This design comes from an exercise in tuning for a short achievable clock period and few clock cycles on the open sky130 flow, not from production work. In this exercise RTL edits were held to simulation tests only and were not proved equivalent to the original. The clock port is modelled as an ideal driver; clocking choices that lean on that would not hold on a real chip. No activity file was given, so power comes from the tool's default toggle rates.

// RV32core
module RV32core(
        input clk,   
        input rst,   
        output[31:0] imem_addr,
        input [31:0] imem_data,
        output[31:0] dmem_addr,
        output[31:0] dmem_wdata,
        output[3:0]  dmem_wstrb,
        input [31:0] dmem_rdata
    );
    localparam BI = 4;               
    localparam NB = 1 << BI;
    localparam HI = 5;               
    localparam NH = 1 << HI;
    localparam LH = 5;               
    localparam NP = 1 << LH;
    localparam RD = 4;               
    localparam T_BR = 2'd0, T_JAL = 2'd1, T_RET = 2'd2, T_IND = 2'd3;
    reg [31:0] pc_f;
    reg        v_d;
    reg [31:0] ir_d, pc_d, ptgt_d, pc4_d;
    reg        pt_d;                 
    reg        bp_d;                 
    reg [13:0] dc_d;                 
    reg        stall_q;              
    reg [HI-1:0] bi_d;               
    reg [31:0] a_e, b_e, sd_e;       
    reg        a_m, b_m, s_m;       
    reg        a_h, b_h;            
    reg [10:0] alu_e;                
    reg [31:0] link_e, alt_e, ctgt_e, jcmp_e, pc_e;
    reg        br_e, jal_e, jalr_e, ret_e, call_e, ld_e, st_e, wen_e, pt_e;
    reg [5:0]  mc_e;                 
    reg        jx_e, jc_e;           
    reg        kill_e;               
    reg [3:0]  cs_e;                 
    reg [2:0]  f3_e;
    reg [4:0]  rd_e;
    reg [HI-1:0] bi_e;
    reg [31:0] res_m, wdata_m;
  ...
Size in the first run: about 15000 cells after synthesis, about 160000 sq um of cells after synthesis.
clock: 17.0 ns
lec_check: 0
abc_clock_period_in_ps: 100
cap_margin: 20
core_margin: 2
core_utilization: 40
slew_margin: 20
standard.sh (not shown) runs the stock make flow with config.mk's settings and CLKGATE_MAP_FILE= SYNTH_SCRIPT=/design/flow/synth_recipe.tcl, a recipe that flattens the netlist after the stock synthesis.
==> flow/flow/run.sh <==
#!/bin/bash
# Layout: the standard ORFS flow with these changes.
#  * synthesis leaves adders to abc as plain gates (ADDER_MAP_FILE empty)
#    instead of mapping them onto the library's full/half adder cells
#  * timing repair is asked to leave SETUP_SLACK_MARGIN ns of setup slack at
#    the design's clock period, so it works on the real critical paths
#  * before detailed placement, each flip-flop that drives an output port's
#    buffer is moved next to that buffer (flow/pull_outs.tcl)
#  * the port buffers are buf_4 cells (BUFFER_PORTS_ARGS), not delay cells
# Each tool's output is in synth.log and layout.log, and ORFS's logs under orfs/.
set -euo pipefail
MARGIN=${MARGIN:-12.5}
HERE=$(pwd)
bash standard.sh ADDER_MAP_FILE= synth > synth.log 2>&1
bash standard.sh ADDER_MAP_FILE= SETUP_SLACK_MARGIN=$MARGIN \
  BUFFER_PORTS_ARGS="-buffer_cell sky130_fd_sc_hd__buf_4" PRE_DETAIL_PLACE_TCL=$HERE/flow/pull_outs.tcl POST_CTS_TCL=$HERE/flow/post_cts.tcl \
  finish > layout.log 2>&1
==> flow/flow/post_cts.tcl <==
# After clock tree synthesis: drop the tree's root buffer (flow/drop_root.tcl),
# then one more round of timing repair with the final clock tree, and
# legalize again.
source [file join [file dirname [info script]] drop_root.tcl]
estimate_parasitics -placement
repair_timing -setup -setup_margin $::env(SETUP_SLACK_MARGIN) -repair_tns 100 -max_passes 40 -verbose
detailed_placement
check_placement -verbose
estimate_parasitics -placement
report_worst_slack -max
Other scripts of this flow, unchanged in this note and not shown: flow/flow/drop_root.tcl, flow/flow/pull_outs.tcl
Testbench counts at the start, summed over its fixed seeds: cycles 329,746.
Edit:
--- a/flow/flow/run.sh
+++ b/flow/flow/run.sh
@@ -10,5 +10,5 @@
 # Each tool's output is in synth.log and layout.log, and ORFS's logs under orfs/.
 set -euo pipefail
-MARGIN=${MARGIN:-12.5}
+MARGIN=${MARGIN:-12.8}
 HERE=$(pwd)
 bash standard.sh ADDER_MAP_FILE= synth > synth.log 2>&1
Effect: Final area goes up by 2.1%; fmax shrinks by 0.51%; utilization grows by 0.96 points; sequential power is about the same; clock skew grows by 0.052 ns.
Edit:
--- a/flow/config.mk
+++ b/flow/config.mk
@@ -7,6 +7,6 @@
 export LEC_CHECK = 0
 export ABC_CLOCK_PERIOD_IN_PS = 100
-export CAP_MARGIN = 20
+export CAP_MARGIN = 40
 export CORE_MARGIN = 2
-export CORE_UTILIZATION = 40
-export SLEW_MARGIN = 20
+export CORE_UTILIZATION = 55
+export SLEW_MARGIN = 40
Outcome:
- design area barely changes
- sequential share of layout area rises by 0.11 points
- global-route usage rose by 17 points
- first-iteration DRC count rose by about a fifth
- total power grows slightly
- via count grows by a few percent
- worst hold slack degrades by 0.034 ns
- non-clock buffer count rises by 85

========
Starting RTL as in the previous note.
clock: 17.0 ns
lec_check: 0
abc_clock_period_in_ps: 100
cap_margin: 20
core_margin: 2
core_utilization: 30
slew_margin: 20
==> flow/flow/run.sh <==
#!/bin/bash
# Layout: the standard ORFS flow with these changes.
#  * synthesis leaves adders to abc as plain gates (ADDER_MAP_FILE empty)
#    instead of mapping them onto the library's full/half adder cells
#  * timing repair is asked to leave SETUP_SLACK_MARGIN ns of setup slack at
#    the design's clock period, so it works on the real critical paths
#  * before detailed placement, each flip-flop that drives an output port's
#    buffer is moved next to that buffer (flow/pull_outs.tcl)
#  * the port buffers are buf_4 cells (BUFFER_PORTS_ARGS), not delay cells
# Each tool's output is in synth.log and layout.log, and ORFS's logs under orfs/.
set -euo pipefail
MARGIN=${MARGIN:-12.8}
HERE=$(pwd)
bash standard.sh ADDER_MAP_FILE= synth > synth.log 2>&1
bash standard.sh ADDER_MAP_FILE= SETUP_SLACK_MARGIN=$MARGIN \
  BUFFER_PORTS_ARGS="-buffer_cell sky130_fd_sc_hd__buf_4" PRE_DETAIL_PLACE_TCL=$HERE/flow/pull_outs.tcl POST_CTS_TCL=$HERE/flow/post_cts.tcl \
  finish > layout.log 2>&1
Scripts as last shown in full above: flow/flow/post_cts.tcl
Other scripts of this flow, unchanged in this note and not shown: flow/flow/drop_root.tcl, flow/flow/pull_outs.tcl
The starting point passed the timing, design-rule and antenna checks.
Testbench counts at the start, summed over its fixed seeds: cycles 329,746.
Next try:
--- a/flow/flow/run.sh
+++ b/flow/flow/run.sh
@@ -11,3 +11,3 @@
 set -euo pipefail
-MARGIN=${MARGIN:-12.8}
+MARGIN=${MARGIN:-13.1}
 HERE=$(pwd)
After rerunning: Total power climbs by 2.4%. Non-clock buffer count climbs by 256. Hold slack improved by 0.015 ns. Area after synthesis is unchanged.

[afterwards: timing with drivers on the ports]
Ports are ideal in the flow. The routed layouts listed here were re-timed in OpenROAD.
Step 1 assumes that a clkbuf_16 drives the clock port and a buf_2 every other input.
Step 2, shift: input delay + t, output delay - t, t = (earliest + latest rising clock arrival at the registers) / 2. This alone moves slack from input paths to output paths.
Slacks: ideal / step 1 / step 2; pairs: ideal / step 1.
run | t (ns) | setup slack, ns | worst hold slack (ns)
the first run of note 1 | 0.980 | 12.260 / 12.146 / 11.689 | 0.272 / 0.274 / 0.274
the second run of note 1 | 0.953 | 12.236 / 12.074 / 11.737 | 0.311 / 0.311 / 0.311
the third run of note 1 | 0.909 | 12.350 / 12.132 / 11.641 | 0.277 / 0.277 / 0.277
the first run of note 2 | 0.982 | 12.346 / 12.119 / 11.623 | 0.278 / 0.279 / 0.279
the second run of note 2 | 0.984 | 12.386 / 12.149 / 11.672 | 0.294 / 0.294 / 0.294
After both steps setup and hold are still met in every run listed. For the first run of note 2, which loses most, drivers alone change the setup slack by -0.227 ns; drivers and shift together by -0.723 ns.
